From an optimization exercise on the open Yosys and OpenROAD flow, aimed at small area, a short achievable clock period and few clock cycles per item; shortcuts taken in it are not production practice. Function was checked by simulation only, so behaviour that the tests miss may differ from the original.

Design mul, start of the top module:
module mul(
    input             clk,
    input             rst,
    input             clear_pipeline,
    input             mul_initial,
    input      [2:0]  mul_para,
    input      [31:0] mul_rs0,
    input      [31:0] mul_rs1,
    output            mul_ready,
    output            mul_finished,
    output     [31:0] mul_data,
    input             mul_ack
);
For scale: about 5200 cells after synthesis, ~110 I/O pins, roughly 33000 µm² of cells after synthesis.
Settings: LEC_CHECK=0, ABC_AREA=1, CAP_MARGIN=20, CORE_MARGIN=2, CORE_UTILIZATION=45, SETUP_SLACK_MARGIN=5, SLEW_MARGIN=20, TNS_END_PERCENT=100; clock period 13.0 ns.
run.sh (not shown) runs the stock make flow with config.mk's settings and CLKGATE_MAP_FILE= SYNTH_SCRIPT=/design/flow/synth_recipe.tcl, a recipe that flattens the netlist after the stock synthesis.
Testbench counts at the start, summed over its fixed seeds: cycles 33,427, items 12,000.
Edit:
--- a/flow/design.v
+++ b/flow/design.v
@@ -39,28 +39,28 @@
             c4 = v3[1] ? {1'b0, c3[7:4]} : {1'b1, c3[3:0]};
             lzc = v4 ? {1'b0, c4} : 6'd32;
         end
     endfunction
     localparam S_IDLE = 2'd0, S_ITER = 2'd1, S_WB = 2'd2;
     reg  [1:0]  state;
     reg         fin;
     reg  [2:0]  op;
     reg         neg;
     reg  [32:0] A;
-    reg  [31:0] X, Y, OUT, OUT2;
-    reg         v2;          
+    reg  [31:0] X, Y, OUT;
     reg  [3:0]  cnt;
     reg         first;       
     wire last     = (cnt == 4'd0);
     wire is_div   = op[2];
+    wire out_free = ~fin | mul_ack;
     assign mul_ready    = (state == S_IDLE) |
-                          (~v2 & ((state == S_WB) | ((state == S_ITER) & last & ~neg)));
+                          (~fin & ((state == S_WB) | ((state == S_ITER) & last & ~neg)));
     assign mul_finished = fin;
     assign mul_data     = OUT;
     wire accept = mul_initial & mul_ready & ~clear_pipeline;
     wire        i_div = mul_para[2];
     wire        sA = i_div ? (~mul_para[0] & mul_rs0[31]) : ((mul_para[1:0] != 2'b11) & mul_rs0[31]);
     wire        sB = i_div ? (~mul_para[0] & mul_rs1[31]) : (~mul_para[1] & mul_rs1[31]);
     wire [32:0] eA = {sA, mul_rs0};
     wire [32:0] eB = {sB, mul_rs1};
     wire [32:0] nA = 33'd0 - eA;
     wire [32:0] nB = 33'd0 - eB;
@@ -112,67 +112,59 @@
     wire [31:0] d_y1    = d_ge1 ? d_diff1[31:0] : Y;
     wire [32:0] d_diff2 = {1'b0, d_y1} - {1'b0, A[32:1]};
     wire        d_ge2   = ~d_diff2[32];
     wire [31:0] d_y2    = d_ge2 ? d_diff2[31:0] : d_y1;
     wire [31:0] d_q     = {X[29:0], d_ge1, d_ge2};
     wire        sel_x   = is_div ? ~op[1] : (op[1:0] != 2'b00);
     wire [31:0] it_x    = is_div ? d_q  : m_hi;
     wire [31:0] it_y    = is_div ? d_y2 : m_sum[31:0];
     wire [31:0] it_res  = sel_x ? it_x : it_y;
     wire [31:0] wb_v   = sel_x ? X : Y;
-    wire [31:0] wb_res = (wb_v ^ {32{neg}}) + {31'd0, neg};
-    wire       occ0    = ~fin | (~v2 & mul_ack);
-    wire       occ2    = v2 & ~mul_ack;
-    wire       occ1    = ~occ0 & ~occ2;
-    wire       it_done = (state == S_ITER) & last;
-    wire       res1    = (it_done & ~neg) | (state == S_WB);         
-    wire [31:0] res1_v = (state == S_WB) ? wb_res : it_res;
-    wire       push1   = res1 & ~occ2;
-    wire       push2   = accept & i_direct & ~occ2 & ~(occ1 & push1);  
+    wire        wb_cin = neg & ((~is_div & sel_x) ? (Y == 32'd0) : 1'b1);
+    wire [31:0] wb_res = (wb_v ^ {32{neg}}) + {31'd0, wb_cin};
+    wire it_done = (state == S_ITER) & last;
+    wire wr_it   = it_done & ~neg & out_free;           
+    wire wr_wb   = (state == S_WB) & out_free;          
+    wire out_wr  = wr_it | wr_wb;
+    wire wr_dir  = accept & i_direct & out_free & ~out_wr;
     always @(posedge clk or posedge rst)
         if (rst) begin
             state <= S_IDLE;
             fin   <= 1'b0;
-            v2    <= 1'b0;
         end else if (clear_pipeline) begin
             state <= S_IDLE;
             fin   <= 1'b0;
-            v2    <= 1'b0;
         end else begin
-            fin <= ~occ0 | push1 | push2;
-            v2  <= occ2 | (occ1 & (push1 | push2)) | (push1 & push2);
+            if (out_wr | wr_dir)
+                fin <= 1'b1;
+            else if (mul_ack)
+                fin <= 1'b0;
             if (accept)
-                state <= ~i_direct ? S_ITER : push2 ? S_IDLE : S_WB;
+                state <= ~i_direct ? S_ITER : wr_dir ? S_IDLE : S_WB;
             else if (it_done)
-                state <= push1 ? S_IDLE : S_WB;
-            else if (push1)
+                state <= wr_it ? S_IDLE : S_WB;
+            else if (wr_wb)
                 state <= S_IDLE;
         end
-    always @(posedge clk) begin
-        if (occ0)
-            OUT <= push1 ? res1_v : direct_res;
-        else if (mul_ack)
-            OUT <= OUT2;
-        if (occ1)
-            OUT2 <= push1 ? res1_v : direct_res;
-        else if (occ0)
-            OUT2 <= direct_res;
-    end
     always @(posedge clk) begin
         if (state == S_ITER) begin
             cnt   <= cnt - 4'd1;
             first <= 1'b0;
             A   <= is_div ? (A >> 2) : A;
             X   <= it_x;
             Y   <= it_y;
         end
+        if (out_wr)
+            OUT <= wr_it ? it_res : wb_res;
         if (accept) begin
             op  <= mul_para;
             neg <= i_neg & ~i_direct;
             A   <= i_div ? sh_out : mcand;
             X   <= i_direct ? direct_res : i_div ? 32'd0 : sh_out[31:0];
             Y   <= i_direct ? direct_res : i_div ? mA : (lzm[2:0] == 3'd0) ? mcand[31:0] : 32'd0;
             first <= ~i_div & m_neg & (lzm[2:0] != 3'd0);
             cnt <= i_div ? sdiff[4:1] : {2'b00, 2'd3 - lzm[4:3]};
+            if (wr_dir)
+                OUT <= direct_res;
         end
     end
 endmodule
After rerunning:
- first-iteration DRC count came out higher by 1.8%
- routed wire length came out higher by 0.41%
- count of clock-buffer cells in the layout came out higher by 4
- worst hold slack gets better by 0.020 ns
- cell area came out lower by 4.1%
- sequential share of layout area came out lower by 3.2 points
- critical path depth came out higher by 4
- die area came out lower by 4.0%
- non-clock buffer count came out lower by 8
- setup slack gets worse by 0.11 ns
- clock skew hardly moves
Testbench counts after the change, summed over its fixed seeds: cycles 36,821, items 12,000.

The RTL this note starts from:
==> flow/design.v <==
module mul(
    input             clk,
    input             rst,
    input             clear_pipeline,
    input             mul_initial,
    input      [2:0]  mul_para,
    input      [31:0] mul_rs0,
    input      [31:0] mul_rs1,
    output            mul_ready,
    output            mul_finished,
    output     [31:0] mul_data,
    input             mul_ack
);
    function [5:0] lzc(input [31:0] d);
        integer i;
        begin
            lzc = 6'd32;
            for (i = 0; i < 32; i = i + 1)
                if (d[i])
                    lzc = 6'd31 - i;
        end
    endfunction
    localparam S_IDLE = 2'd0, S_PREP = 2'd1, S_ITER = 2'd2, S_WB = 2'd3;
    reg  [1:0]  state;
    reg         fin;
    reg  [2:0]  op;
    reg  [31:0] A, X, Y;
    reg  [4:0]  cnt;
    reg         neg;
    assign mul_ready    = (state == S_IDLE) | (state == S_WB);
    assign mul_finished = fin;
    assign mul_data     = Y;
    wire accept = mul_initial & mul_ready & ~clear_pipeline;
    wire y_free = ~fin | mul_ack;
    wire is_div = op[2];
    wire sA = is_div ? (~op[0] & A[31]) : ((op[1:0] != 2'b11) & A[31]);
    wire sB = is_div ? (~op[0] & X[31]) : (~op[1] & X[31]);
    wire [31:0] mA = sA ? (~A + 32'd1) : A;
    wire [31:0] mB = sB ? (~X + 32'd1) : X;
    wire [5:0]  lzA = lzc(mA);
    wire [5:0]  lzB = lzc(mB);
    wire        swap   = lzA > lzB;
    wire [31:0] mcand  = swap ? mB : mA;
    wire [31:0] mplr   = swap ? mA : mB;
    wire [5:0]  lzm    = swap ? lzA : lzB;
    wire        m_zero = lzm[5];
    wire        d_zero = (X == 32'd0);
    wire [6:0]  sdiff  = {1'b0, lzB} - {1'b0, lzA};
    wire        d_less = sdiff[6];
    wire [31:0] sh_in  = is_div ? mB : mplr;
    wire [4:0]  sh_amt = is_div ? sdiff[4:0] : {lzm[4:2], 2'b00};
    wire [31:0] sh_out = sh_in << sh_amt;
    wire        direct = is_div ? (d_zero | d_less) : m_zero;
    wire [31:0] direct_res = ~is_div ? 32'd0 :
                             op[1]   ? A :
                             d_zero  ? 32'hffffffff : 32'd0;
    wire [3:0]  dig = X[31:28];
    wire [35:0] pp  = ({36{dig[0]}} & {4'd0, A})
                    + ({36{dig[1]}} & {3'd0, A, 1'b0})
                    + ({36{dig[2]}} & {2'd0, A, 2'b0})
                    + ({36{dig[3]}} & {1'd0, A, 3'b0});
    wire [36:0] m_lo = {1'b0, Y, 4'b0} + {1'b0, pp};
    wire [27:0] m_hi = X[27:0] + {27'd0, m_lo[36]};
    wire [32:0] d_diff = {1'b0, Y} - {1'b0, A};
    wire        d_ge   = ~d_diff[32];
    wire        sel_x  = is_div ? ~op[1] : (op[1:0] != 2'b00);
    wire [31:0] wb_v   = sel_x ? X : Y;
    wire        wb_cin = neg & ((~is_div & sel_x) ? (Y == 32'd0) : 1'b1);
    wire [31:0] wb_res = (wb_v ^ {32{neg}}) + {31'd0, wb_cin};
    always @(posedge clk or posedge rst)
        if (rst) begin
            state <= S_IDLE;
            fin   <= 1'b0;
        end else if (clear_pipeline) begin
            state <= S_IDLE;
            fin   <= 1'b0;
        end else begin
            case (state)
            S_IDLE: begin
                if (mul_ack) fin <= 1'b0;
                if (accept) state <= S_PREP;
            end
            S_PREP:
                if (y_free) begin
                    fin   <= direct;
                    state <= direct ? S_IDLE : S_ITER;
                end
            S_ITER:
                if (cnt == 5'd0) state <= S_WB;
            S_WB: begin
                fin   <= 1'b1;
                state <= accept ? S_PREP : S_IDLE;
            end
            endcase
        end
    always @(posedge clk) begin
        if (mul_ready) begin
            op <= mul_para;
            A  <= mul_rs0;
            X  <= mul_rs1;
        end
        case (state)
        S_PREP:
            if (y_free) begin
                neg <= is_div ? (op[1] ? sA : (sA ^ sB)) : (sA ^ sB);
                if (direct) begin
                    Y <= direct_res;
                end else if (is_div) begin
                    A   <= sh_out;
                    X   <= 32'd0;
                    Y   <= mA;
                    cnt <= sdiff[4:0];
                end else begin
                    A   <= mcand;
                    X   <= sh_out;
                    Y   <= 32'd0;
                    cnt <= {2'b00, 3'd7 - lzm[4:2]};
                end
            end
        S_ITER: begin
            cnt <= cnt - 5'd1;
            if (is_div) begin
                A <= A >> 1;
                X <= {X[30:0], d_ge};
                if (d_ge) Y <= d_diff[31:0];
            end else begin
                X <= {m_hi, m_lo[35:32]};
                Y <= m_lo[31:0];
            end
        end
        S_WB:
            Y <= wb_res;
        default: ;
        endcase
    end
endmodule
export LEC_CHECK = 0
export CAP_MARGIN = 20
export CORE_MARGIN = 2
export CORE_UTILIZATION = 40
export SLEW_MARGIN = 20
create_clock -name core_clock -period 13.0 [get_ports {clk}]
Testbench counts at the start, summed over its fixed seeds: cycles 79,704, items 12,000.
==> next run, changes <==
--- a/flow/design.v
+++ b/flow/design.v
@@ -26,9 +26,10 @@
     reg  [2:0]  op;
     reg  [31:0] A, X, Y;
     reg  [4:0]  cnt;
     reg         neg;
-    assign mul_ready    = (state == S_IDLE) | (state == S_WB);
+    wire   last         = (cnt == 5'd0);
+    assign mul_ready    = (state == S_IDLE) | (state == S_WB) | ((state == S_ITER) & last & ~neg);
     assign mul_finished = fin;
     assign mul_data     = Y;
     wire accept = mul_initial & mul_ready & ~clear_pipeline;
     wire y_free = ~fin | mul_ack;
@@ -59,9 +60,10 @@
                     + ({36{dig[1]}} & {3'd0, A, 1'b0})
                     + ({36{dig[2]}} & {2'd0, A, 2'b0})
                     + ({36{dig[3]}} & {1'd0, A, 3'b0});
     wire [36:0] m_lo = {1'b0, Y, 4'b0} + {1'b0, pp};
-    wire [27:0] m_hi = X[27:0] + {27'd0, m_lo[36]};
+    wire [27:0] x_inc = X[27:0] + 28'd1;
+    wire [27:0] m_hi = m_lo[36] ? x_inc : X[27:0];
     wire [32:0] d_diff = {1'b0, Y} - {1'b0, A};
     wire        d_ge   = ~d_diff[32];
     wire        sel_x  = is_div ? ~op[1] : (op[1:0] != 2'b00);
     wire [31:0] wb_v   = sel_x ? X : Y;
@@ -85,21 +87,23 @@
                     fin   <= direct;
                     state <= direct ? S_IDLE : S_ITER;
                 end
             S_ITER:
-                if (cnt == 5'd0) state <= S_WB;
+                if (last) begin
+                    if (neg) begin
+                        state <= S_WB;
+                    end else begin
+                        fin   <= 1'b1;
+                        state <= accept ? S_PREP : S_IDLE;
+                    end
+                end
             S_WB: begin
                 fin   <= 1'b1;
                 state <= accept ? S_PREP : S_IDLE;
             end
             endcase
         end
     always @(posedge clk) begin
-        if (mul_ready) begin
-            op <= mul_para;
-            A  <= mul_rs0;
-            X  <= mul_rs1;
-        end
         case (state)
         S_PREP:
             if (y_free) begin
                 neg <= is_div ? (op[1] ? sA : (sA ^ sB)) : (sA ^ sB);
@@ -121,16 +125,27 @@
             cnt <= cnt - 5'd1;
             if (is_div) begin
                 A <= A >> 1;
                 X <= {X[30:0], d_ge};
-                if (d_ge) Y <= d_diff[31:0];
+                if (last & ~neg & ~op[1])
+                    Y <= {X[30:0], d_ge};
+                else if (d_ge)
+                    Y <= d_diff[31:0];
             end else begin
                 X <= {m_hi, m_lo[35:32]};
-                Y <= m_lo[31:0];
+                if (last & ~neg & sel_x)
+                    Y <= {m_hi, m_lo[35:32]};
+                else
+                    Y <= m_lo[31:0];
             end
         end
         S_WB:
             Y <= wb_res;
         default: ;
         endcase
+        if (mul_ready) begin
+            op <= mul_para;
+            A  <= mul_rs0;
+            X  <= mul_rs1;
+        end
     end
 endmodule
Routed wire length is higher by about a fifth.
Sequential cell count stays the same.
Hold slack degrades by 20 ps.
Clock skew is higher by 5.1 ps.
Via count is higher by a few percent.
Worst setup slack improves by 670 ps.
Global-route usage is higher by 5.7 points.
Non-clock buffer count is lower by 8.
Cell area is higher by a few percent.
Die area is higher by a few percent.
Clock-buffer cell count stays the same.
Fmax is higher by a little under a tenth.
Testbench counts after the change, summed over its fixed seeds: cycles 73,847, items 12,000.

re-timing with driven ports:
The flow's constraints put no driver on any port. The routed layouts listed below were extracted and timed again, unchanged, in two steps. Step 1 sets driving cells, clkbuf_16 on the clock port and buf_2 on the other inputs (assumed; they add their load-dependent delay and slew). Step 2 adds t to the input delays and takes it off the output delays; t is the mean of the earliest and latest rising clock arrival at the registers after step 1. Input paths then give back, and output paths get back, about the clock's delay inside the block. Three values: ideal ports, drivers, drivers and shift; two values: the first two.
run | t (ns) | slack for setup (ns) | pins driven straight from the clock port
the first run of note 1 | 0.526 | 5.145 / 5.182 / 4.656 | 1
the second run of note 1 | 0.515 | 5.031 / 5.061 / 4.546 | 1
the first run of note 2 | 0.484 | 2.901 / 2.901 / 2.901 | 1
the second run of note 2 | 0.482 | 3.573 / 3.573 / 3.573 | 1
After both steps every run listed still meets setup and hold. For the first run of note 1, which loses most, drivers alone change the setup slack by +0.037 ns; drivers and shift together by -0.489 ns.
